From an optimization exercise on the open Yosys and OpenROAD flow, aimed at a short achievable clock period and few clock cycles; shortcuts taken in it are not production practice.
Where RTL was checked, it was by simulation tests only, not by an equivalence proof against the original.
For run 1, only the layout was checked, not whether the RTL still works.
No activity file was given, so power comes from the tool's default toggle rates.

==> flow/design.v, too long to show whole: its modules and the start of the top module <==
// module mul_s1: 908 lines
// module mul_s2: 121 lines
// module dot_s1: 934 lines
// module dot_s2: 125 lines
// module cpu: 272 lines
module cpu (
    input  wire        clk,
    input  wire        reset,
    output wire [31:0] imem_addr,
    input  wire [31:0] imem_rdata,
    output wire [31:0] dmem_addr,
    output wire [31:0] dmem_wdata,
    output wire        dmem_we,
    input  wire [31:0] dmem_rdata,
    output wire        halted
);
  // ...
==> flow/flow/run.sh <==
#!/bin/bash
# Standard ORFS layout, with timing repair aimed below the clock period so that
# the optimiser keeps working after the constraint is met.
set -o pipefail
MARGIN=$(cat flow/margin.txt)
bash standard.sh SETUP_SLACK_MARGIN=$MARGIN finish > flow_make.log 2>&1
==> flow/flow/margin.txt <==
18
==> flow/standard.sh <==
#!/bin/bash
# synth_recipe.tcl (not shown) runs the flow's synth.tcl, then flattens the netlist and writes it again
# the make line also repeats each setting of config.mk as NAME=value (left out here)
make -C /OpenROAD-flow-scripts/flow DESIGN_CONFIG=/design/flow/config.mk WORK_HOME=/design/flow/orfs CLKGATE_MAP_FILE= SYNTH_SCRIPT=/design/flow/synth_recipe.tcl "${@:-finish}"
==> flow/config.mk <==
export PLATFORM = sky130hd
export DESIGN_NAME = cpu
export DESIGN_NICKNAME = cpu
export VERILOG_FILES = /design/flow/design.v
export SDC_FILE = /design/flow/constraint.sdc
export NUM_CORES = 4
export LEC_CHECK = 0
export ABC_AREA = 0
export CAP_MARGIN = 20
export CORE_MARGIN = 2
export CORE_UTILIZATION = 30
export GPL_ROUTABILITY_DRIVEN = 1
export MIN_ROUTING_LAYER = met2
export SLEW_MARGIN = 20
==> flow/constraint.sdc <==
create_clock -name core_clock -period 24.0 [get_ports {clk}]
set_input_delay 4.8000 -clock core_clock [delete_from_list [all_inputs] [get_ports {clk}]]
set_output_delay 4.8000 -clock core_clock [all_outputs]
set_load 0.01 [all_outputs]
==> flow_summary.yaml, run 1 <==
status:
  outcome: "stopped before the end"
  lastStage: "global routing"
  stop_error: "[ERROR GRT-0116] Global routing finished with congestion. Check the congestion regions in the DRC Viewer."
yosys:
  ys_seq_area_frac: 0.2903
  synth_seq_cells: 1570
  synthFlopType: "dfxtp_1"
  ys_top_cells_by_count: "nor2_1 (1974), dfxtp_1 (1375), clkbuf_1 (1144)"
  synth_warnings: 2
  syn-num-nets: 15050
  syn_area_um2: 115000
  synth_cell_type_count: 102
  synth_fa_ha_area_frac: 0.1858
  synth_edf_count: 195
  syn_area_per_cell_um2: 8.342
  netlist_top_cells_area: "dfxtp_1 (24%), fa_1 (15%), a211oi_1 (6.7%)"
  synthMuxAreaShare: 0.01708
  async_flop_share: 0
  synthCells: 13790
  synth_top_area_cell: "dfxtp_1"
  synth_top_family_by_area: "compound AO/OA/AOI/OAI gates"
  yosysTopAreaCellShare: 0.2394
  synth_compound_area_frac: 0.2715
  synth.most_common_cell: "nor2_1"
  synthXorXnorAreaFrac: 0.02002
clock_tree:
  cts.sinks: 1570
  htreeDepth: 4
  cts_hold_buf: 0
  cts-buffers-inserted: 197
  clockBufferDepth: 4
  ctsResizeCount: 1577
  post-cts-setup-buffers: 450
placement:
  gp_congestion: 1.150
  port_buffers: 163
  dp.cells: 18250
  place_area_um2: 125500
  place_ws_ns: 12.95
die:
  die_w_um: 623.1
  die_h_um: 623.1
  rows: 227
  start_util: 0.3010
global_routing:
  grt_max_degree: 100
==> module cpu, before the edit <==
module cpu (
    input  wire        clk,
    input  wire        reset,
    output wire [31:0] imem_addr,
    input  wire [31:0] imem_rdata,
    output wire [31:0] dmem_addr,
    output wire [31:0] dmem_wdata,
    output wire        dmem_we,
    input  wire [31:0] dmem_rdata,
    output wire        halted
);
    localparam MUL_W = 122;
    localparam DOT_W = 122;
    reg  [31:0] pc_f;
    reg  [31:0] imem_addr_r;    
    reg         halted_o;       
    reg         rst_q;          
    reg         v_x;
    reg  [31:0] op1_x, op2_x, opb_x;    
    reg  [31:0] link_x;                 
    reg  [31:0] alt_x;                  
    reg         pred_x;
    reg  [4:0]  rd_x;
    reg         wx_x;                   
    reg         wl_x;                   
    reg         ld_x, st_x, br_x, jalr_x, dot_x, mulop_x, ebreak_x;
    reg         stall_x;                
    reg         fix1_x, fix2_x, fixb_x;  
    reg  [5:0]  bc_x;                   
    reg  [12:0] sel_x;                  
    reg         halted_r;
    reg  [31:0] dmem_addr_r;
    reg  [31:0] dmem_wdata_r;
    reg         dmem_we_r;
    reg         m_load;
    reg         m_mul;
    reg         m_dot;
    reg  [4:0]  m_rd;
    reg  [MUL_W-1:0] m_mcs;
    reg  [DOT_W-1:0] m_dcs;
    reg  [31:0] regs [0:31];
    assign imem_addr  = imem_addr_r;
    assign dmem_addr  = dmem_addr_r;
    assign dmem_wdata = dmem_wdata_r;
    assign dmem_we    = dmem_we_r;
    assign halted     = halted_o;
    wire stall = v_x & stall_x;
    wire ex    = v_x & ~stall_x & ~halted_r;
    wire [31:0] sum  = op1_x + opb_x;
    wire [31:0] diff = op1_x - opb_x;
    wire        lts  = $signed(op1_x) < $signed(opb_x);
    wire        ltu  = op1_x < opb_x;
    wire [31:0] shl  = op1_x << opb_x[4:0];
    wire [31:0] shr  = {{32{sel_x[7] & op1_x[31]}}, op1_x} >> opb_x[4:0];
    wire [31:0] relu = op1_x[31] ? 32'd0 : op1_x;
    wire [31:0] wa_val = ({32{sel_x[0]}}  & sum)
                       | ({32{sel_x[1]}}  & diff)
                       | ({32{sel_x[2]}}  & shl)
                       | ({32{sel_x[3]}}  & {31'd0, lts})
                       | ({32{sel_x[4]}}  & {31'd0, ltu})
                       | ({32{sel_x[5]}}  & (op1_x ^ opb_x))
                       | ({32{sel_x[6] | sel_x[7]}} & shr)
                       | ({32{sel_x[8]}}  & (op1_x | opb_x))
                       | ({32{sel_x[9]}}  & (op1_x & opb_x))
                       | ({32{sel_x[10]}} & relu)
                       | ({32{sel_x[11]}} & link_x);
    wire wa_en = ex & wx_x;
    wire beq  = op1_x == op2_x;
    wire blt  = $signed(op1_x) < $signed(op2_x);
    wire bltu = op1_x < op2_x;
    wire bcond = (bc_x[0] & beq) | (bc_x[1] & ~beq) | (bc_x[2] & blt) |
                 (bc_x[3] & ~blt) | (bc_x[4] & bltu) | (bc_x[5] & ~bltu);
    wire redirect = ex & ((br_x & (bcond ^ pred_x)) | (jalr_x & ~pred_x));
    wire [31:0] redirect_pc = jalr_x ? {sum[31:1], 1'b0} : alt_x;
    wire halt_now = ex & ebreak_x;
    wire [MUL_W-1:0] mcs;
    wire [DOT_W-1:0] dcs;
    mul_s1 u_mul1 (.a(op1_x), .b(op2_x), .cs(mcs));
    dot_s1 u_dot1 (.a(op1_x), .b(op2_x), .cs(dcs));
    wire [31:0] mul_p, dot_p;
    mul_s2 u_mul2 (.cs(m_mcs), .p(mul_p));
    dot_s2 u_dot2 (.cs(m_dcs), .p(dot_p));
    wire        wb_en  = m_load | m_mul;
    wire [31:0] wb_val = m_load ? dmem_rdata : (m_dot ? dot_p : mul_p);
    wire [31:0] fi = imem_rdata;
    wire [6:0] f_opc = fi[6:0];
    wire [2:0] f_f3  = fi[14:12];
    wire [6:0] f_f7  = fi[31:25];
    wire [4:0] f_rd  = fi[11:7];
    wire [4:0] f_rs1 = fi[19:15];
    wire [4:0] f_rs2 = fi[24:20];
    wire f_r      = f_opc == 7'b0110011;
    wire f_i      = f_opc == 7'b0010011;
    wire f_load   = f_opc == 7'b0000011;
    wire f_store  = f_opc == 7'b0100011;
    wire f_branch = f_opc == 7'b1100011;
    wire f_jal    = f_opc == 7'b1101111;
    wire f_jalr   = f_opc == 7'b1100111;
    wire f_cust   = f_opc == 7'b0001011;
    wire f_ebreak = fi == 32'h0010_0073;
    wire f_mul  = f_r & ({f_f7, f_f3} == 10'b0000001_000);
    wire f_dot  = f_cust & (f_f3 == 3'b001 | f_f3 == 3'b010);
    wire f_relu = f_cust & (f_f3 == 3'b000);
    wire f_rtab = (f_r & ~f_mul) | (f_cust & (f_f3[2] | f_f3 == 3'b011));
    wire f_rdnz = f_rd != 5'd0;
    wire f_wx   = (f_r & ~f_mul) | f_i | f_jal | f_jalr | (f_cust & ~f_dot);
    wire f_wl   = f_load | f_mul | f_dot;
    wire f_use1 = f_r | f_i | f_load | f_store | f_branch | f_jalr | f_cust;
    wire f_use2 = f_r | f_store | f_branch | f_cust;
    wire f_immb = f_i | f_load | f_store | f_jalr;    
    wire [31:0] f_imm_i = {{20{fi[31]}}, fi[31:20]};
    wire [31:0] f_imm_s = {{20{fi[31]}}, fi[31:25], fi[11:7]};
    wire [31:0] f_imm_b = {{19{fi[31]}}, fi[31], fi[7], fi[30:25], fi[11:8], 1'b0};
    wire [31:0] f_imm_j = {{11{fi[31]}}, fi[31], fi[19:12], fi[20], fi[30:21], 1'b0};
    wire [31:0] f_imm   = f_store ? f_imm_s : f_imm_i;
    reg [9:0] f_tab;    
    always @(*) begin
        f_tab = 10'd0;
        case ({f_f7, f_f3})
            10'b0000000_000: f_tab[0] = 1'b1;
            10'b0100000_000: f_tab[1] = 1'b1;
            10'b0000000_001: f_tab[2] = 1'b1;
            10'b0000000_010: f_tab[3] = 1'b1;
            10'b0000000_011: f_tab[4] = 1'b1;
            10'b0000000_100: f_tab[5] = 1'b1;
            10'b0000000_101: f_tab[6] = 1'b1;
            10'b0100000_101: f_tab[7] = 1'b1;
            10'b0000000_110: f_tab[8] = 1'b1;
            10'b0000000_111: f_tab[9] = 1'b1;
            default: ;
        endcase
    end
    reg [9:0] f_itab;   
    always @(*) begin
        f_itab = 10'd0;
        case (f_f3)
            3'b000: f_itab[0] = 1'b1;
            3'b001: f_itab[2] = 1'b1;
            3'b010: f_itab[3] = 1'b1;
            3'b011: f_itab[4] = 1'b1;
            3'b100: f_itab[5] = 1'b1;
            3'b101: if (f_f7[5]) f_itab[7] = 1'b1; else f_itab[6] = 1'b1;
            3'b110: f_itab[8] = 1'b1;
            default: f_itab[9] = 1'b1;
        endcase
    end
    wire [12:0] f_sel = {1'b0, f_jal | f_jalr, f_relu,
                         ({10{f_i}} & f_itab) | ({10{f_rtab}} & f_tab)};
    wire [5:0] f_bc = {6{f_branch}} & {f_f3 == 3'b111, f_f3 == 3'b110, f_f3 == 3'b101,
                                        f_f3 == 3'b100, f_f3 == 3'b001, f_f3 == 3'b000};
    wire byx1 = wa_en & (rd_x == f_rs1);
    wire byx2 = wa_en & (rd_x == f_rs2);
    wire bym1 = wb_en & (m_rd == f_rs1);
    wire bym2 = wb_en & (m_rd == f_rs2);
    wire [31:0] rf1 = rst_q ? 32'd0 : regs[f_rs1];
    wire [31:0] rf2 = rst_q ? 32'd0 : regs[f_rs2];
    wire [31:0] f_rv1 = byx1 ? wa_val : bym1 ? wb_val : rf1;
    wire [31:0] f_rv2 = byx2 ? wa_val : bym2 ? wb_val : rf2;
    wire late_x = ex & wl_x;
    wire f_w1 = late_x & f_use1 & (rd_x == f_rs1);
    wire f_w2 = late_x & f_use2 & (rd_x == f_rs2);
    wire [31:0] f_seq = pc_f + 32'd4;
    wire [19:0] pcb_hi   = pc_f[31:12];
    wire [19:0] pcb_inc  = pcb_hi + 20'd1;
    wire [19:0] pcb_dec  = pcb_hi - 20'd1;
    wire [12:0] bsum     = {1'b0, pc_f[11:0]} + {1'b0, fi[7], fi[30:25], fi[11:8], 1'b0};
    wire [19:0] bhi      = (fi[31] == bsum[12]) ? pcb_hi : (bsum[12] ? pcb_inc : pcb_dec);
    wire [31:0] f_tgt_b  = {bhi, bsum[11:0]};
    wire [11:0] pcj_hi   = pc_f[31:20];
    wire [11:0] pcj_inc  = pcj_hi + 12'd1;
    wire [11:0] pcj_dec  = pcj_hi - 12'd1;
    wire [20:0] jsum     = {1'b0, pc_f[19:0]} + {1'b0, fi[19:12], fi[20], fi[30:21], 1'b0};
    wire [11:0] jhi      = (fi[31] == jsum[20]) ? pcj_hi : (jsum[20] ? pcj_inc : pcj_dec);
    wire [31:0] f_tgt_j  = {jhi, jsum[19:0]};
    wire [31:0] f_tgt    = f_jal ? f_tgt_j : f_tgt_b;
    wire x_add  = wa_en & sel_x[0];             
    wire f_fast = x_add & (rd_x == f_rs1);      
    wire [31:0] f_jtgt = sum + f_imm_i;
    wire sum_z = sum == 32'd0;
    reg  f_bz;    
    always @(*) begin
        case (f_f3)
            3'b000:  f_bz = sum_z;
            3'b001:  f_bz = ~sum_z;
            3'b100:  f_bz = sum[31];
            3'b101:  f_bz = ~sum[31];
            3'b111:  f_bz = 1'b1;
            default: f_bz = 1'b0;
        endcase
    end
    wire f_bfast  = f_branch & f_fast & (f_rs2 == 5'd0);
    wire f_jfast  = f_jalr & f_fast;
    wire f_bstat  = fi[31] & (f_f3[2:1] != 2'b01);
    wire f_pred   = f_jal | f_jfast | (f_branch & (f_bfast ? f_bz : f_bstat));
    wire [31:0] f_npc = f_jfast ? {f_jtgt[31:1], 1'b0} : f_pred ? f_tgt : f_seq;
    wire hold = halted_r | halt_now | stall;
    always @(posedge clk) begin
        rst_q <= reset;
        if (reset) begin
            pc_f      <= 32'd0;
            imem_addr_r <= 32'd0;
            halted_o  <= 1'b0;
            v_x       <= 1'b0;
            stall_x   <= 1'b0;
            halted_r  <= 1'b0;
            dmem_we_r <= 1'b0;
            m_load    <= 1'b0;
            m_mul     <= 1'b0;
        end else begin
            if (halt_now)
                halted_r <= 1'b1;
            if (v_x & ~stall_x & ebreak_x)
                halted_o <= 1'b1;
            if (!(halt_now | stall))
                imem_addr_r <= redirect ? redirect_pc : f_npc;
            if (!hold) begin
                pc_f    <= redirect ? redirect_pc : f_npc;
                v_x     <= ~redirect;
                stall_x <= f_w1 | f_w2;
            end else if (stall) begin
                stall_x <= 1'b0;
            end
            dmem_we_r <= ex & st_x;
            m_load    <= ex & ld_x & wl_x;
            m_mul     <= ex & mulop_x & wl_x;
        end
        if (!hold) begin
            op1_x    <= f_rv1;
            op2_x    <= f_rv2;
            opb_x    <= f_immb ? f_imm : f_rv2;
            link_x   <= f_seq;
            alt_x    <= f_pred ? f_seq : f_tgt;
            pred_x   <= f_pred;
            rd_x     <= f_rd;
            wx_x     <= f_wx & f_rdnz;
            wl_x     <= f_wl & f_rdnz;
            ld_x     <= f_load;
            st_x     <= f_store;
            br_x     <= f_branch;
            jalr_x   <= f_jalr;
            dot_x    <= f_dot;
            mulop_x  <= f_mul | f_dot;
            ebreak_x <= f_ebreak;
            fix1_x   <= f_w1;
            fix2_x   <= f_w2;
            fixb_x   <= f_w2 & ~f_immb;
            bc_x     <= f_bc;
            sel_x    <= f_sel;
        end else if (stall) begin
            if (fix1_x) op1_x <= wb_val;
            if (fix2_x) op2_x <= wb_val;
            if (fixb_x) opb_x <= wb_val;
        end
        dmem_addr_r  <= sum;
        dmem_wdata_r <= op2_x;
        m_dot        <= dot_x;
        m_rd         <= rd_x;
        m_mcs        <= mcs;
        m_dcs        <= dcs;
    end
    integer i;
    always @(posedge clk) begin
        for (i = 0; i < 32; i = i + 1) begin
            if (rst_q || i == 0)
                regs[i] <= 32'd0;
            else if (wa_en && rd_x == i)
                regs[i] <= wa_val;
            else if (wb_en && m_rd == i)
                regs[i] <= wb_val;
        end
    end
endmodule
==> run 2, diff against run 1 <==
--- a/flow/design.v
+++ b/flow/design.v
@@ -2105,13 +2105,20 @@
     reg         rst_q;          
     reg         v_x;
     reg  [31:0] op1_x, op2_x, opb_x;    
+    reg  [31:0] mop1_x, mop2_x;         
+    reg  [31:0] sh_x;                   
+    reg  [4:0]  shamt_x;                
     reg  [31:0] link_x;                 
-    reg  [31:0] alt_x;                  
+    reg  [31:0] pc_x;                   
+    reg  [31:0] immbj_x;                
+    reg         jal_x;
     reg         pred_x;
     reg  [4:0]  rd_x;
+    reg  [31:0] rdoh_x;                 
+    reg  [31:0] rdoh_m;                 
     reg         wx_x;                   
     reg         wl_x;                   
-    reg         ld_x, st_x, br_x, jalr_x, dot_x, mulop_x, ebreak_x;
+    reg         ld_x, st_x, br_x, jalr_x, dot_x, mulop_x, ebreak_x, shift_x;
     reg         stall_x;                
     reg         fix1_x, fix2_x, fixb_x;  
     reg  [5:0]  bc_x;                   
@@ -2138,8 +2145,8 @@
     wire [31:0] diff = op1_x - opb_x;
     wire        lts  = $signed(op1_x) < $signed(opb_x);
     wire        ltu  = op1_x < opb_x;
-    wire [31:0] shl  = op1_x << opb_x[4:0];
-    wire [31:0] shr  = {{32{sel_x[7] & op1_x[31]}}, op1_x} >> opb_x[4:0];
+    wire [31:0] shl  = sh_x << shamt_x;
+    wire [31:0] shr  = {{32{sel_x[7] & sh_x[31]}}, sh_x} >> shamt_x;
     wire [31:0] relu = op1_x[31] ? 32'd0 : op1_x;
     wire [31:0] wa_val = ({32{sel_x[0]}}  & sum)
                        | ({32{sel_x[1]}}  & diff)
@@ -2158,13 +2165,15 @@
     wire bltu = op1_x < op2_x;
     wire bcond = (bc_x[0] & beq) | (bc_x[1] & ~beq) | (bc_x[2] & blt) |
                  (bc_x[3] & ~blt) | (bc_x[4] & bltu) | (bc_x[5] & ~bltu);
-    wire redirect = ex & ((br_x & (bcond ^ pred_x)) | (jalr_x & ~pred_x));
-    wire [31:0] redirect_pc = jalr_x ? {sum[31:1], 1'b0} : alt_x;
+    wire [31:0] tgt_x    = pc_x + immbj_x;
+    wire redirect = ex & ((br_x & (bcond ^ pred_x)) | ((jalr_x | jal_x) & ~pred_x));
+    wire [31:0] redirect_pc = jalr_x ? {sum[31:1], 1'b0} :
+                              (jal_x | bcond) ? tgt_x : link_x;
     wire halt_now = ex & ebreak_x;
     wire [MUL_W-1:0] mcs;
     wire [DOT_W-1:0] dcs;
-    mul_s1 u_mul1 (.a(op1_x), .b(op2_x), .cs(mcs));
-    dot_s1 u_dot1 (.a(op1_x), .b(op2_x), .cs(dcs));
+    mul_s1 u_mul1 (.a(mop1_x), .b(mop2_x), .cs(mcs));
+    dot_s1 u_dot1 (.a(mop1_x), .b(mop2_x), .cs(dcs));
     wire [31:0] mul_p, dot_p;
     mul_s2 u_mul2 (.cs(m_mcs), .p(mul_p));
     dot_s2 u_dot2 (.cs(m_dcs), .p(dot_p));
@@ -2232,39 +2241,69 @@
             default: f_itab[9] = 1'b1;
         endcase
     end
+    wire f_shift = (f_i & (f_f3 == 3'b001 | f_f3 == 3'b101)) | (f_rtab & (f_f3 == 3'b001 | f_f3 == 3'b101));
     wire [12:0] f_sel = {1'b0, f_jal | f_jalr, f_relu,
                          ({10{f_i}} & f_itab) | ({10{f_rtab}} & f_tab)};
     wire [5:0] f_bc = {6{f_branch}} & {f_f3 == 3'b111, f_f3 == 3'b110, f_f3 == 3'b101,
                                         f_f3 == 3'b100, f_f3 == 3'b001, f_f3 == 3'b000};
-    wire byx1 = wa_en & (rd_x == f_rs1);
-    wire byx2 = wa_en & (rd_x == f_rs2);
-    wire bym1 = wb_en & (m_rd == f_rs1);
-    wire bym2 = wb_en & (m_rd == f_rs2);
-    wire [31:0] rf1 = rst_q ? 32'd0 : regs[f_rs1];
-    wire [31:0] rf2 = rst_q ? 32'd0 : regs[f_rs2];
+    wire [31:0] rs1_oh, rs2_oh;
+    genvar g;
+    generate
+        for (g = 0; g < 32; g = g + 1) begin : g_dec
+            assign rs1_oh[g] = f_rs1 == g;
+            assign rs2_oh[g] = f_rs2 == g;
+        end
+    endgenerate
+    wire byx1 = wa_en & |(rs1_oh & rdoh_x);
+    wire byx2 = wa_en & |(rs2_oh & rdoh_x);
+    wire bym1 = |(rs1_oh & rdoh_m);
+    wire bym2 = |(rs2_oh & rdoh_m);
+    wire [31:0] t1a [0:15], t1b [0:15];
+    wire [31:0] t2a [0:7],  t2b [0:7];
+    wire [31:0] t3a [0:3],  t3b [0:3];
+    wire [31:0] t4a [0:1],  t4b [0:1];
+    generate
+        for (g = 0; g < 16; g = g + 1) begin : g_t1
+            assign t1a[g] = f_rs1[0] ? regs[2*g+1] : regs[2*g];
+            assign t1b[g] = f_rs2[0] ? regs[2*g+1] : regs[2*g];
+        end
+        for (g = 0; g < 8; g = g + 1) begin : g_t2
+            assign t2a[g] = f_rs1[1] ? t1a[2*g+1] : t1a[2*g];
+            assign t2b[g] = f_rs2[1] ? t1b[2*g+1] : t1b[2*g];
+        end
+        for (g = 0; g < 4; g = g + 1) begin : g_t3
+            assign t3a[g] = f_rs1[2] ? t2a[2*g+1] : t2a[2*g];
+            assign t3b[g] = f_rs2[2] ? t2b[2*g+1] : t2b[2*g];
+        end
+        for (g = 0; g < 2; g = g + 1) begin : g_t4
+            assign t4a[g] = f_rs1[3] ? t3a[2*g+1] : t3a[2*g];
+            assign t4b[g] = f_rs2[3] ? t3b[2*g+1] : t3b[2*g];
+        end
+    endgenerate
+    wire [31:0] rf1 = rst_q ? 32'd0 : (f_rs1[4] ? t4a[1] : t4a[0]);
+    wire [31:0] rf2 = rst_q ? 32'd0 : (f_rs2[4] ? t4b[1] : t4b[0]);
     wire [31:0] f_rv1 = byx1 ? wa_val : bym1 ? wb_val : rf1;
     wire [31:0] f_rv2 = byx2 ? wa_val : bym2 ? wb_val : rf2;
     wire late_x = ex & wl_x;
     wire f_w1 = late_x & f_use1 & (rd_x == f_rs1);
     wire f_w2 = late_x & f_use2 & (rd_x == f_rs2);
     wire [31:0] f_seq = pc_f + 32'd4;
-    wire [19:0] pcb_hi   = pc_f[31:12];
-    wire [19:0] pcb_inc  = pcb_hi + 20'd1;
-    wire [19:0] pcb_dec  = pcb_hi - 20'd1;
-    wire [12:0] bsum     = {1'b0, pc_f[11:0]} + {1'b0, fi[7], fi[30:25], fi[11:8], 1'b0};
-    wire [19:0] bhi      = (fi[31] == bsum[12]) ? pcb_hi : (bsum[12] ? pcb_inc : pcb_dec);
-    wire [31:0] f_tgt_b  = {bhi, bsum[11:0]};
-    wire [11:0] pcj_hi   = pc_f[31:20];
-    wire [11:0] pcj_inc  = pcj_hi + 12'd1;
-    wire [11:0] pcj_dec  = pcj_hi - 12'd1;
-    wire [20:0] jsum     = {1'b0, pc_f[19:0]} + {1'b0, fi[19:12], fi[20], fi[30:21], 1'b0};
-    wire [11:0] jhi      = (fi[31] == jsum[20]) ? pcj_hi : (jsum[20] ? pcj_inc : pcj_dec);
-    wire [31:0] f_tgt_j  = {jhi, jsum[19:0]};
-    wire [31:0] f_tgt    = f_jal ? f_tgt_j : f_tgt_b;
+    wire [10:0] lsum_b = {1'b0, pc_f[9:0]} + {1'b0, fi[29:25], fi[11:8], 1'b0};
+    wire [10:0] lsum_j = {1'b0, pc_f[9:0]} + {1'b0, fi[29:21], 1'b0};
+    wire f_ok_b = (fi[7] == fi[31]) & (fi[30] == fi[31]) & (lsum_b[10] == fi[31]);
+    wire f_ok_j = (fi[19:12] == {8{fi[31]}}) & (fi[20] == fi[31]) & (fi[30] == fi[31]) &
+                  (lsum_j[10] == fi[31]);
+    wire [9:0]  f_tlo  = f_jal ? lsum_j[9:0] : lsum_b[9:0];
+    wire [31:0] f_tgt  = {pc_f[31:10], f_tlo};
+    wire [31:0] f_immbj = f_jal ? f_imm_j : f_imm_b;
     wire x_add  = wa_en & sel_x[0];             
     wire f_fast = x_add & (rd_x == f_rs1);      
-    wire [31:0] f_jtgt = sum + f_imm_i;
-    wire sum_z = sum == 32'd0;
+    wire [10:0] jlo    = {1'b0, sum[9:0]} + {1'b0, fi[29:20]};
+    wire        f_ok_r = (fi[30] == fi[31]) & (jlo[10] == fi[31]);
+    wire [31:0] f_jtgt = {sum[31:10], jlo[9:0]};
+    wire [31:0] zx    = op1_x ^ opb_x;
+    wire [31:0] zo    = op1_x | opb_x;
+    wire sum_z = (zx ^ {zo[30:0], 1'b0}) == 32'd0;
     reg  f_bz;    
     always @(*) begin
         case (f_f3)
@@ -2277,9 +2316,9 @@
         endcase
     end
     wire f_bfast  = f_branch & f_fast & (f_rs2 == 5'd0);
-    wire f_jfast  = f_jalr & f_fast;
+    wire f_jfast  = f_jalr & f_fast & f_ok_r;
     wire f_bstat  = fi[31] & (f_f3[2:1] != 2'b01);
-    wire f_pred   = f_jal | f_jfast | (f_branch & (f_bfast ? f_bz : f_bstat));
+    wire f_pred   = (f_jal & f_ok_j) | f_jfast | (f_branch & f_ok_b & (f_bfast ? f_bz : f_bstat));
     wire [31:0] f_npc = f_jfast ? {f_jtgt[31:1], 1'b0} : f_pred ? f_tgt : f_seq;
     wire hold = halted_r | halt_now | stall;
     always @(posedge clk) begin
@@ -2294,6 +2333,7 @@
             dmem_we_r <= 1'b0;
             m_load    <= 1'b0;
             m_mul     <= 1'b0;
+            rdoh_m    <= 32'd0;
         end else begin
             if (halt_now)
                 halted_r <= 1'b1;
@@ -2311,15 +2351,27 @@
             dmem_we_r <= ex & st_x;
             m_load    <= ex & ld_x & wl_x;
             m_mul     <= ex & mulop_x & wl_x;
+            rdoh_m    <= (ex & wl_x) ? (32'd1 << rd_x) : 32'd0;
         end
         if (!hold) begin
             op1_x    <= f_rv1;
             op2_x    <= f_rv2;
+            if (f_mul | f_dot) begin
+                mop1_x <= f_rv1;
+                mop2_x <= f_rv2;
+            end
+            if (f_shift) begin
+                sh_x    <= f_rv1;
+                shamt_x <= f_immb ? f_imm[4:0] : f_rv2[4:0];
+            end
             opb_x    <= f_immb ? f_imm : f_rv2;
             link_x   <= f_seq;
-            alt_x    <= f_pred ? f_seq : f_tgt;
+            pc_x     <= pc_f;
+            immbj_x  <= f_immbj;
+            jal_x    <= f_jal;
             pred_x   <= f_pred;
             rd_x     <= f_rd;
+            rdoh_x   <= (f_wx & f_rdnz) ? (32'd1 << f_rd) : 32'd0;
             wx_x     <= f_wx & f_rdnz;
             wl_x     <= f_wl & f_rdnz;
             ld_x     <= f_load;
@@ -2328,6 +2380,7 @@
             jalr_x   <= f_jalr;
             dot_x    <= f_dot;
             mulop_x  <= f_mul | f_dot;
+            shift_x  <= f_shift;
             ebreak_x <= f_ebreak;
             fix1_x   <= f_w1;
             fix2_x   <= f_w2;
@@ -2337,6 +2390,10 @@
         end else if (stall) begin
             if (fix1_x) op1_x <= wb_val;
             if (fix2_x) op2_x <= wb_val;
+            if (fix1_x & mulop_x) mop1_x <= wb_val;
+            if (fix1_x & shift_x) sh_x <= wb_val;
+            if (fixb_x & shift_x) shamt_x <= wb_val[4:0];
+            if (fix2_x & mulop_x) mop2_x <= wb_val;
             if (fixb_x) opb_x <= wb_val;
         end
         dmem_addr_r  <= sum;
--- a/flow/config.mk
+++ b/flow/config.mk
@@ -9,6 +9,4 @@
 export CAP_MARGIN = 20
 export CORE_MARGIN = 2
 export CORE_UTILIZATION = 30
-export GPL_ROUTABILITY_DRIVEN = 1
-export MIN_ROUTING_LAYER = met2
 export SLEW_MARGIN = 20
==> run 2 against run 1 <==
Effect of this change:
- area after synthesis is 10% higher
- synthesized cell count is 2.4% lower
- now clean on timing, DRC and antenna
==> flow_summary.yaml, run 2 <==
die:
  core_area_um2: 420500
  rows: 238
  die_w_um: 653.9
  start_util: 0.3014
  die_h_um: 653.9
  ios: 164
  dieArea_um2: 427600
detailed_routing:
  wire_per_inst_um: 31.25
  drc: 0
  drt_iter0_drc: 18790
  drt-total-wl_um: 598600
  via_count: 116100
  dr.pass1.iters: 9
  vias_per_cell: 6.059
  ant_nets: 0
timing:
  setup_violations: 0
  maxSlewViolCount: 0
  rsz0062_at_grt: "yes"
  hold_ws_ns: 0.4487
  relSlewSlack: 0.1525
  fin_crit_sh: 0.2886
  setup_tns_ns: 0
  hold_violations: 0
  fmax_mhz: 144.4
  worst_pin_slew_ns: 1.264
  skew_ns: 0.1145
  finalCriticalPeriod_ns: 6.925
global_routing:
  antenna_found_initial: 48
  grt_pass1_vias: 110300
  grt_pass1_wl_um: 837400
  grt_max_degree: 202
  grt_usage: 0.2708
  grt_overflow: 0
status:
  outcome: "no timing/DRC/antenna violations"
job:
  maxCapViolCount: 0
clock_tree:
  clk_pin_slew_ns: 0.06
  root_buffer: "clkbuf_16"
  insertion_delay_ns: 1.00
  clockBufferDepth: 4
  htreeDepth: 4
  cts.sinks: 1756
  cts_tree: "built"
  cts-buffers-inserted: 205
layout:
  final_cell_mix: "dfxtp_1 (1329), nor2_1 (1282), nand2_1 (1148), a211oi_1 (1042), inv_1 (1041)"
  reg_top3: "regs (992), m_dcs (122), m_mcs (119)"
  final_cell_area_um2: 152000
  largest-register: "regs"
  layout_commonest_cell: "dfxtp_1"
  largest_reg_flops: 992
  syn2layout_area_growth_pct: 19.91
  final_cell_count_no_fill: 19160
  fin_nets: 14520
  fin_util: 0.3614
  post_route_cells_drive_above_1_share: 0.1884
critical_path:
  critical_path_arrival_ns: 7.61
  end_kind: "flip-flop"
  critical_path.cell_chain: "buf_16, buf_16, buf_4, buf_12, mux4_2, mux4_2, nand2_2, nand2_4, a221oi_4, a21oi_2, a221o_1"
  crit_slowest_cell: "mux4_2"
  crit_fanout: 51
  start_kind: "input port"
  crit_type: "input port to flip-flop"
  cpPeakStageDelay_ns: 0.67
  path_buf_inv: 4
  cp.required_ns: 24.69
  crit_family: "multiplexers"
yosys:
  synth_cell_type_count: 109
  synth_top_area_cell: "dfxtp_1"
  ys_seq_area_frac: 0.3050
  async_flop_share: 0
  yosysTopAreaCellShare: 0.2223
  syn_area_per_cell_um2: 9.421
  synthCells: 13450
  syn_area_um2: 126700
  ys_top_cells_by_count: "dfxtp_1 (1407), nor2_1 (1360), nand2_1 (1184)"
  netlist_top_cells_area: "dfxtp_1 (22%), fa_1 (13%), mux4_2 (11%)"
  synth_edf_count: 349
  syn-num-nets: 14650
  synthFlopType: "dfxtp_1"
  synth.most_common_cell: "dfxtp_1"
  synth_warnings: 2
  synth_seq_cells: 1756
power:
  power_density_nw_per_um2: 70.95
  seqPwrFrac: 0.330
  pwr-share-comb: 0.353
  power_switching_mw: 4.386
  p_sw_frac: 0.4068
  p_int_mw: 6.395
  clkPwrFrac: 0.317
  power.leakage_nw: 57.35
  ir_drop_mv: 0.09092
placement:
  hpwl_um: 372700
  gp_congestion: 0.9908
  port_buffers: 163
  place_area_um2: 134500
  dp.cells: 18330
hold_path:
  hold_class: "flip-flop to flip-flop"
[run 2: cell type report]
| cell class | instances | area (um^2) |
|---|---|---|
| repair inverters | 5 | 51.30 |
| clock buffers | 291 | 5951 |
| repair buffers | 899 | 11380 |
| multi-input cells | 9388 | 83360 |
| diodes | 31 | 77.57 |
| flip-flops and latches | 1756 | 38760 |
| fillers | 41560 | 268500 |
| inverters | 1063 | 4120 |
| well taps | 5640 | 7057 |
| clock inverters | 84 | 1195 |
[run 2: worst paths after layout]
check | from | end | slack, ns | cells after the start
setup / recovery | imem_rdata[21] | opb_x[25] | 17.07 | 11
hold / removal | ld_x | m_load | 0.45 | 1
setup reg to reg | m_dcs[30] | op1_x[18] | 18.03 | 16
hold reg to reg | ld_x | m_load | 0.45 | 1
[run 2: what timing repair did]
item,CTS,global route
cloned,99,19
hold buffers,0,0
endpoints found under the setup margin,686,629
pin swaps,128,107
buffers inserted,218,84
resized for setup,1299,272
[run 2: power groups by stage]
| stage | clock network (mW) | logic [mW] | registers [mW] |
|---|---|---|---|
| after global routing | 3.54 | 3.90 | 3.55 |
| after CTS | 3.42 | 3.56 | 3.53 |
| after global placement | 0 | 3.33 | 3.58 |
| after floorplan | 0 | 1.92 | 3.42 |
| after detailed placement | 0 | 3.33 | 3.58 |
| final | 3.42 | 3.81 | 3.56 |
[run 2: logic make-up (layout without fill, tap and decap cells)]
logic type | Yosys count | in the layout | share of synthesized area
fa+ha+maj | 1137 | 1137 | 0.1624
xor+xnor | 262 | 262 | 0.01811
other cells | 1 | 32 | 0.00002959
buf+inv | 2311 | 2342 | 0.06990
flops | 1756 | 1756 | 0.3050
simple gates | 3752 | 3753 | 0.1341
compound gates | 3420 | 3424 | 0.1852
mux | 811 | 811 | 0.1253
[run 2: per-stage QoR]
| stage | setup slack, ns | total power [mW] |
|---|---|---|
| 2_1_floorplan | 16.15 | 5.335 |
| 3_3_place_gp | 14.56 | 6.909 |
| 3_5_place_dp | 14.60 | 6.904 |
| 4_1_cts | 17.16 | 10.51 |
| 5_1_grt | 16.98 | 10.99 |
| 6_report | 17.07 | 10.78 |
[run 2: layer usage]
| layer | global-route usage | vias to the layer above | routed length [um] |
|---|---|---|---|
| li1 | - | 47570 | - |
| met3 | 0.09458 | 2252 | 84230 |
| met2 | 0.3922 | 8940 | 248300 |
| met1 | 0.3311 | 57290 | 211000 |
| met5 | 0 | - | 196 |
| met4 | 0.2002 | 24 | 54970 |
Testbench counts of run 2, summed over its fixed seeds: cycles 52,385.
==> run 3, diff against run 2 <==
--- a/flow/design.v
+++ b/flow/design.v
@@ -2112,6 +2112,8 @@
     reg  [31:0] pc_x;                   
     reg  [31:0] immbj_x;                
     reg         jal_x;
+    reg         tbad_x;                 
+    reg         jbad_x;                 
     reg         pred_x;
     reg  [4:0]  rd_x;
     reg  [31:0] rdoh_x;                 
@@ -2166,7 +2168,8 @@
     wire bcond = (bc_x[0] & beq) | (bc_x[1] & ~beq) | (bc_x[2] & blt) |
                  (bc_x[3] & ~blt) | (bc_x[4] & bltu) | (bc_x[5] & ~bltu);
     wire [31:0] tgt_x    = pc_x + immbj_x;
-    wire redirect = ex & ((br_x & (bcond ^ pred_x)) | ((jalr_x | jal_x) & ~pred_x));
+    wire redirect = ex & ((br_x & ((bcond ^ pred_x) | (bcond & pred_x & tbad_x))) |
+                          (jal_x & (~pred_x | tbad_x)) | (jalr_x & (~pred_x | jbad_x)));
     wire [31:0] redirect_pc = jalr_x ? {sum[31:1], 1'b0} :
                               (jal_x | bcond) ? tgt_x : link_x;
     wire halt_now = ex & ebreak_x;
@@ -2290,16 +2293,17 @@
     wire [31:0] f_seq = pc_f + 32'd4;
     wire [10:0] lsum_b = {1'b0, pc_f[9:0]} + {1'b0, fi[29:25], fi[11:8], 1'b0};
     wire [10:0] lsum_j = {1'b0, pc_f[9:0]} + {1'b0, fi[29:21], 1'b0};
-    wire f_ok_b = (fi[7] == fi[31]) & (fi[30] == fi[31]) & (lsum_b[10] == fi[31]);
-    wire f_ok_j = (fi[19:12] == {8{fi[31]}}) & (fi[20] == fi[31]) & (fi[30] == fi[31]) &
-                  (lsum_j[10] == fi[31]);
+    wire f_ok_b = (fi[7] == fi[31]) & (fi[30] == fi[31]);
+    wire f_ok_j = (fi[19:12] == {8{fi[31]}}) & (fi[20] == fi[31]) & (fi[30] == fi[31]);
+    wire f_tbad = f_jal ? (lsum_j[10] != fi[31]) : (lsum_b[10] != fi[31]);
     wire [9:0]  f_tlo  = f_jal ? lsum_j[9:0] : lsum_b[9:0];
     wire [31:0] f_tgt  = {pc_f[31:10], f_tlo};
     wire [31:0] f_immbj = f_jal ? f_imm_j : f_imm_b;
     wire x_add  = wa_en & sel_x[0];             
     wire f_fast = x_add & (rd_x == f_rs1);      
     wire [10:0] jlo    = {1'b0, sum[9:0]} + {1'b0, fi[29:20]};
-    wire        f_ok_r = (fi[30] == fi[31]) & (jlo[10] == fi[31]);
+    wire        f_ok_r = fi[30] == fi[31];
+    wire        f_jbad = jlo[10] != fi[31];     
     wire [31:0] f_jtgt = {sum[31:10], jlo[9:0]};
     wire [31:0] zx    = op1_x ^ opb_x;
     wire [31:0] zo    = op1_x | opb_x;
@@ -2364,11 +2368,13 @@
                 sh_x    <= f_rv1;
                 shamt_x <= f_immb ? f_imm[4:0] : f_rv2[4:0];
             end
-            opb_x    <= f_immb ? f_imm : f_rv2;
+            opb_x    <= (byx2 & ~f_immb) ? wa_val : f_immb ? f_imm : bym2 ? wb_val : rf2;
             link_x   <= f_seq;
             pc_x     <= pc_f;
             immbj_x  <= f_immbj;
             jal_x    <= f_jal;
+            tbad_x   <= f_tbad;
+            jbad_x   <= f_jbad;
             pred_x   <= f_pred;
             rd_x     <= f_rd;
             rdoh_x   <= (f_wx & f_rdnz) ? (32'd1 << f_rd) : 32'd0;
==> run 3 against run 2 <==
Effect of this change:
- global-route usage up 0.55 points
- area after synthesis up 0.83%
- register-to-register slack worse by 0.27 ns
- combinational power down 3%
- clock skew down 0.014 ns
- highest routed layer unchanged
==> flow_summary.yaml, run 3 <==
status:
  outcome: "no timing/DRC/antenna violations"
power:
  p_total_mw: 10.70
  power.leakage_nw: 57.22
  ir_drop_mv: 0.06671
  power_density_nw_per_um2: 70.41
yosys:
  synth_edf_count: 351
  synthFlopType: "dfxtp_1"
  async_flop_share: 0
  syn-num-nets: 14800
  synth_seq_cells: 1758
  ys_seq_area_frac: 0.3029
  ys_top_cells_by_count: "dfxtp_1 (1407), nand2_1 (1367), nor2_1 (1268)"
  synth_top_area_cell: "dfxtp_1"
  synth_cell_type_count: 113
  synth.most_common_cell: "dfxtp_1"
  yosysTopAreaCellShare: 0.2204
  synthCells: 13600
  syn_area_um2: 127800
  syn_area_per_cell_um2: 9.396
  netlist_top_cells_area: "dfxtp_1 (22%), fa_1 (13%), mux4_2 (11%)"
  synth_warnings: 2
timing:
  hold_ws_ns: 0.3475
  finalCriticalPeriod_ns: 7.282
  relSlewSlack: 0.1108
  rsz0062_at_grt: "yes"
  setup_violations: 0
  fmax_mhz: 137.3
  maxSlewViolCount: 0
  fin_crit_sh: 0.3034
  worst_pin_slew_ns: 1.331
  setup_tns_ns: 0
  fin_ws_ns: 16.72
  skew_ns: 0.1001
  hold_violations: 0
critical_path:
  crit_family: "compound AO/OA/AOI/OAI gates"
  crit_slowest_cell: "nor3_4"
  crit_type: "input port to flip-flop"
  path_buf_inv: 4
  critical_path.cell_chain: "buf_12, buf_12, and3b_2, a32o_1, a311oi_2, o21ai_1, and2_4, o41ai_4, buf_12, or3b_4, buf_12, nor3_4, a21oi_2, o21ai_2"
  cpPeakStageDelay_ns: 0.52
  crit_fanout: 7
  start_kind: "input port"
  critical_path_arrival_ns: 8.01
  cp.required_ns: 24.73
  cpMostUsedCell: "buf_12"
  end_kind: "flip-flop"
die:
  core_area_um2: 424000
  start_util: 0.3013
  dieArea_um2: 431200
  ios: 164
  die_w_um: 656.6
  die_h_um: 656.6
  rows: 239
clock_tree:
  htreeDepth: 4
  root_buffer: "clkbuf_16"
  clockBufferDepth: 4
  insertion_delay_ns: 0.99
  cts_hold_buf: 0
  clk_pin_slew_ns: 0.07
  cts.sinks: 1758
  cts_tree: "built"
  cts-buffers-inserted: 206
layout:
  fin_util: 0.3582
  layout_commonest_cell: "dfxtp_1"
  post_route_cells_drive_above_1_share: 0.1887
  final_cell_mix: "dfxtp_1 (1334), nand2_1 (1327), nor2_1 (1162), inv_1 (1056), fa_1 (846)"
  fin_nets: 14640
  largest-register: "regs"
  reg_top3: "regs (992), m_dcs (122), m_mcs (119)"
  final_cell_area_um2: 151900
  final_cell_count_no_fill: 19300
  syn2layout_area_growth_pct: 18.88
  largest_reg_flops: 992
hold_path:
  hold_class: "flip-flop to flip-flop"
detailed_routing:
  drc: 0
  drt-total-wl_um: 622100
  wire_per_inst_um: 32.23
  ant_nets: 0
  via_count: 120000
  dr.pass1.iters: 10
  drt_iter0_drc: 21010
  vias_per_cell: 6.217
placement:
  place_ws_ns: 13.65
  place_area_um2: 135800
  port_buffers: 163
  gp_congestion: 0.9994
  dp.cells: 18500
  hpwl_um: 380700
global_routing:
  grt_pass1_vias: 114200
  grt_pass1_wl_um: 865300
  grt_max_degree: 184
  grt_overflow: 0
  grt_usage: 0.2763
  antenna_found_initial: 57
job:
  maxCapViolCount: 0
[run 3: cell count changes in the layout (fill, tap and decap cells not counted), moves of 34 or more]
cell / change
nand2_1: +179
nor2_4: +34
a311oi_1: +63
a221oi_1: +87
xnor2_1: -46
a21oi_1: +73
nor2_1: -120
a211oi_1: -230
nand3_1: +53
[run 3: logic make-up after synthesis]
kind of cell | share of synthesized area
buffers and inverters | 0.07108
other | 0.00002935
flip-flops | 0.3029
XOR/XNOR | 0.01679
AO/OA/AOI/OAI | 0.1793
multiplexers | 0.1284
adder cells (fa/ha/maj) | 0.1612
AND/OR/NAND/NOR | 0.1402
[run 3: worst register-to-register path, delay by kind of cell (launching register included)]
family	cells	cell delay, ns
simple gates	6	2.06
compound gates	6	1.71
fa+ha+maj	2	1.01
flops	1	0.70
buf+inv	2	0.63
[run 3: metal layers]
| layer | vias up | part of all wire | track usage | routed length, um |
|---|---|---|---|---|
| met5 | - | 0.00089 | 0.006760 | 556 |
| met4 | 26 | 0.091 | 0.1940 | 56770 |
| met3 | 2754 | 0.15 | 0.1111 | 95600 |
| met2 | 10290 | 0.40 | 0.3932 | 251300 |
| met1 | 58850 | 0.35 | 0.3380 | 217900 |
| li1 | 48080 | - | - | - |
[run 3: final cells by class]
| class | instances | area [um^2] |
|---|---|---|
| fillers | 42210 | 272100 |
| multi-input cells | 9535 | 84170 |
| flip-flops and latches | 1758 | 38850 |
| repair buffers | 855 | 10420 |
| well taps | 5663 | 7086 |
| clock buffers | 283 | 5964 |
| inverters | 1077 | 4163 |
| clock inverters | 96 | 1134 |
| diodes | 30 | 75.07 |
| repair inverters | 4 | 45.04 |
[run 3: timing repair]
item	CTS	global route
endpoints found under the setup margin	735	692
setup buffers	190	103
cloned	82	13
pin swaps	160	144
resized for setup	1157	316
[run 3: worst paths after layout]
kind	from	end	slack (ns)	depth (start not counted)
setup / recovery	imem_rdata[19]	sh_x[27]	16.72	14
hold / removal	dot_x	m_dot	0.35	0
setup reg to reg	op1_x[31]	imem_addr_r[19]	17.76	16
hold reg to reg	dot_x	m_dot	0.35	0
[run 3: report_power, final]
part           switching, mW  internal [mW]
Clock                   1.46           1.93
Sequential             0.338           3.27
Combinational           2.55           1.14
Testbench counts of run 3, summed over its fixed seeds: cycles 52,385.
==> run 4, diff against run 3 <==
--- a/flow/design.v
+++ b/flow/design.v
@@ -2368,7 +2368,7 @@
                 sh_x    <= f_rv1;
                 shamt_x <= f_immb ? f_imm[4:0] : f_rv2[4:0];
             end
-            opb_x    <= (byx2 & ~f_immb) ? wa_val : f_immb ? f_imm : bym2 ? wb_val : rf2;
+            opb_x    <= f_immb ? f_imm : f_rv2;
             link_x   <= f_seq;
             pc_x     <= pc_f;
             immbj_x  <= f_immbj;
==> run 4 against run 3 <==
Effect of this change:
- critical path depth up 3
- via count fell by 3.9%
- largest power group is now registers
- critical path type unchanged
- sequential power is 2% lower
- die area shrank 0.74%
- design area decreased by 1.1%
- global-route usage down 1.0 points
- still clean
- first-iteration DRC count shrank 14%
- utilization is 0.11 points lower
- cell count down 1.3%
- worst hold slack improved by 0.063 ns
==> flow_summary.yaml, run 4 <==
clock_tree:
  clk_pin_slew_ns: 0.06
  insertion_delay_ns: 0.99
  root_buffer: "clkbuf_16"
  clockBufferDepth: 4
  cts.sinks: 1758
  htreeDepth: 4
  cts-buffers-inserted: 205
  cts_tree: "built"
layout:
  post_route_cells_drive_above_1_share: 0.1827
  reg_top3: "regs (992), m_dcs (122), m_mcs (119)"
  final_cell_area_um2: 150200
  nFillCells: 41670
  layout_commonest_cell: "dfxtp_1"
  multi_input_area_um2: 83180
  fin_nets: 14440
  largest-register: "regs"
  largest_reg_flops: 992
  syn2layout_area_growth_pct: 18.41
  final_cell_count_no_fill: 19060
  seqCellArea_um2: 38840
  final_cell_mix: "dfxtp_1 (1329), nor2_1 (1275), nand2_1 (1171), a211oi_1 (1108), inv_1 (1062)"
detailed_routing:
  routed.top_layer: "met5"
  drt_iter0_drc: 18010
  met3_length_um: 83820
  drc: 0
  ant_nets: 0
  dr.pass1.iters: 6
  wl_met1_um: 211800
  dr_wl_met2_um: 244900
  drt-total-wl_um: 591000
  via_count: 115300
  wire_per_inst_um: 31.01
  vias_per_cell: 6.053
die:
  die_h_um: 654.2
  start_util: 0.3016
  dieArea_um2: 428000
  core_area_um2: 420500
  ios: 164
  rows: 238
  die_w_um: 654.2
power:
  seqPwrFrac: 0.338
  clkPwrFrac: 0.324
  p_sw_frac: 0.4008
  ir_drop_mv: 0.06583
  power_switching_mw: 4.193
  power.leakage_nw: 56.53
  power_density_nw_per_um2: 69.65
  p_int_mw: 6.268
  pwr-share-comb: 0.338
yosys:
  synth_top_area_cell: "dfxtp_1"
  syn-num-nets: 14680
  synthCells: 13480
  yosysTopAreaCellShare: 0.2221
  ys_seq_area_frac: 0.3052
  synth.most_common_cell: "dfxtp_1"
  netlist_top_cells_area: "dfxtp_1 (22%), fa_1 (13%), mux4_2 (10%)"
  synth_cell_type_count: 114
  async_flop_share: 0
  synth_edf_count: 351
  syn_area_um2: 126800
  synthFlopType: "dfxtp_1"
  synth_seq_cells: 1758
  syn_area_per_cell_um2: 9.411
  ys_top_cells_by_count: "dfxtp_1 (1407), nor2_1 (1382), nand2_1 (1220)"
  synth_warnings: 2
global_routing:
  antenna_found_initial: 52
  grt_pass1_vias: 109500
  grt_max_degree: 220
  grt_pass1_wl_um: 824100
  grt_usage: 0.2658
  grt_overflow: 0
critical_path:
  critical_path.cell_chain: "buf_16, buf_16, buf_12, buf_16, nor4b_4, a32oi_1, a21oi_1, nor4b_2, o211ai_1, clkbuf_16, clkinvlp_4, buf_12, o211ai_1, o21ai_1, mux2_4, mux2i_2, o311ai_2"
  crit_slowest_cell: "nor4b_4"
  cpPeakStageDelay_ns: 0.49
  path_buf_inv: 7
  crit_family: "buffers and inverters"
  cpMostUsedCell: "buf_16"
  start_kind: "input port"
  end_kind: "flip-flop"
  critical_path_arrival_ns: 7.80
  crit_type: "input port to flip-flop"
  cp.required_ns: 24.68
  crit_fanout: 7
hold_path:
  hold_class: "flip-flop to flip-flop"
placement:
  port_buffers: 163
  hpwl_um: 373100
  place_ws_ns: 13.28
  gp_congestion: 0.9984
  dp.cells: 18340
  place_area_um2: 134700
job:
  maxCapViolCount: 0
timing:
  fin_ws_ns: 16.87
  worst_pin_slew_ns: 1.325
  fmax_mhz: 140.3
  setup_tns_ns: 0
  maxSlewViolCount: 0
  fin_crit_sh: 0.2969
  relSlewSlack: 0.1135
  finalCriticalPeriod_ns: 7.127
  skew_ns: 0.1272
  setup_violations: 0
  hold_violations: 0
  rsz0062_at_grt: "yes"
status:
  outcome: "no timing/DRC/antenna violations"
-- run 4: cell count changes in the layout (fill, tap and decap cells not counted), moves of 62 or more --
cell,before,now
a211oi_1,812,1108
a21oi_1,758,652
nand2_1,1327,1171
a311oi_1,132,70
o21ai_0,475,397
nor2_1,1162,1275
-- run 4: worst register-to-register path, stage by stage (launching register included) --
cell and delay (ns):
edfxtp_1 0.64, inv_1 0.10, ha_1 0.33, nand4_1 0.16
or4_1 0.52, a21o_1 0.19, a41oi_2 0.41, or2_2 0.25
o211a_1 0.44, nand4bb_1 0.22, ha_1 0.32, a21oi_1 0.04
o221ai_1 0.23, and2_1 0.19, buf_4 0.41, nand2_1 0.60
a21oi_1 0.59, a221oi_1 0.19, a21boi_4 0.19, a211oi_2 0.24
-- run 4: logic make-up after synthesis --
kind of cell               share of synthesized area
adders and majority gates                     0.1624
other                                     0.00002957
and+or+nand+nor                               0.1357
buffers and inverters                        0.07159
DFF                                           0.3052
AOI/OAI and AO/OA                             0.1822
xor gates and xnor gates                     0.01754
muxes                                         0.1254
-- run 4: worst paths after layout --
kind,from,to,slack [ns],depth (start not counted)
max,imem_rdata[20],shamt_x[0],16.87,17
min,dot_x,m_dot,0.41,0
min reg2reg,dot_x,m_dot,0.41,0
max reg2reg,op2_x[11],imem_addr_r[30],17.68,19
-- run 4: final cells by class --
type                    count  area share
clock inverters           105    0.008748
inverters                1083     0.02760
multi-input cells        9376      0.5539
flip-flops and latches   1758      0.2586
repair inverters            1  0.00004999
repair buffers            808     0.06537
clock buffers             275     0.03858
well taps                5640     0.04699
diodes                     11   0.0001833
-- run 4: what timing repair did --
| item | 4_1_cts | 5_1_grt |
|---|---|---|
| hold endpoints to repair | 0 | 0 |
| setup endpoints to repair | 644 | 688 |
| hold buffers | 0 | 0 |
| setup buffers | 162 | 75 |
| resized for setup | 1218 | 262 |
| cloned | 68 | 16 |
| pin swaps | 106 | 101 |
-- run 4: metrics by stage --
stage               power [mW]    util  hold WS [ns]
finish                   10.46  0.3572        0.4102
global route             10.63  0.3571        0.4124
CTS                      10.15  0.3517        0.4131
detailed placement       6.643  0.3204        0.3764
global placement         6.657  0.3204        0.3884
floorplan                5.202       -        0.3233
-- run 4: power groups by stage --
stage / Clock (mW) / Sequential (mW) / Combinational (mW)
6_report: 3.39 / 3.53 / 3.53
5_1_grt: 3.50 / 3.53 / 3.60
4_1_cts: 3.39 / 3.51 / 3.25
3_5_place_dp: 0 / 3.56 / 3.09
3_3_place_gp: 0 / 3.56 / 3.10
2_1_floorplan: 0 / 3.40 / 1.80
-- run 4: routing by layer --
| layer | global-route usage | vias to the layer above |
|---|---|---|
| li1 | - | 47400 |
| met2 | 0.3869 | 9023 |
| met5 | 0.001924 | - |
| met1 | 0.3346 | 56650 |
| met3 | 0.08727 | 2248 |
| met4 | 0.1766 | 34 |
Testbench counts of run 4, summed over its fixed seeds: cycles 52,385.

re-timing with driven ports:
Ports are ideal in the flow. The routed layouts listed here were re-timed in OpenROAD. Step 1 (the two cells are an assumption about what drives the block):
set clk [get_ports {clk}]
set_driving_cell -lib_cell sky130_fd_sc_hd__clkbuf_16 $clk
set_driving_cell -lib_cell sky130_fd_sc_hd__buf_2 [delete_from_list [all_inputs] $clk]
Step 2 adds t to the input delays and takes it off the output delays; t is the mean of the earliest and latest rising clock arrival at the registers after step 1. Input paths then give back, and output paths get back, about the clock's delay inside the block. Three values: ideal, step 1, step 2; two values: the first two.
run	t (ns)	setup slack, ns	worst slew at a driven data input, ns	pins driven straight from the clock port
run 2	1.059	17.075 / 16.810 / 15.751	0.43	1
run 3	1.057	16.718 / 16.556 / 15.499	0.51	1
run 4	1.040	16.873 / 16.782 / 15.741	0.34	1
After both steps setup and hold are still met in every run listed. The setup slack of run 2, which loses most, moves by -0.265 ns with the drivers and by -1.324 ns with both steps.
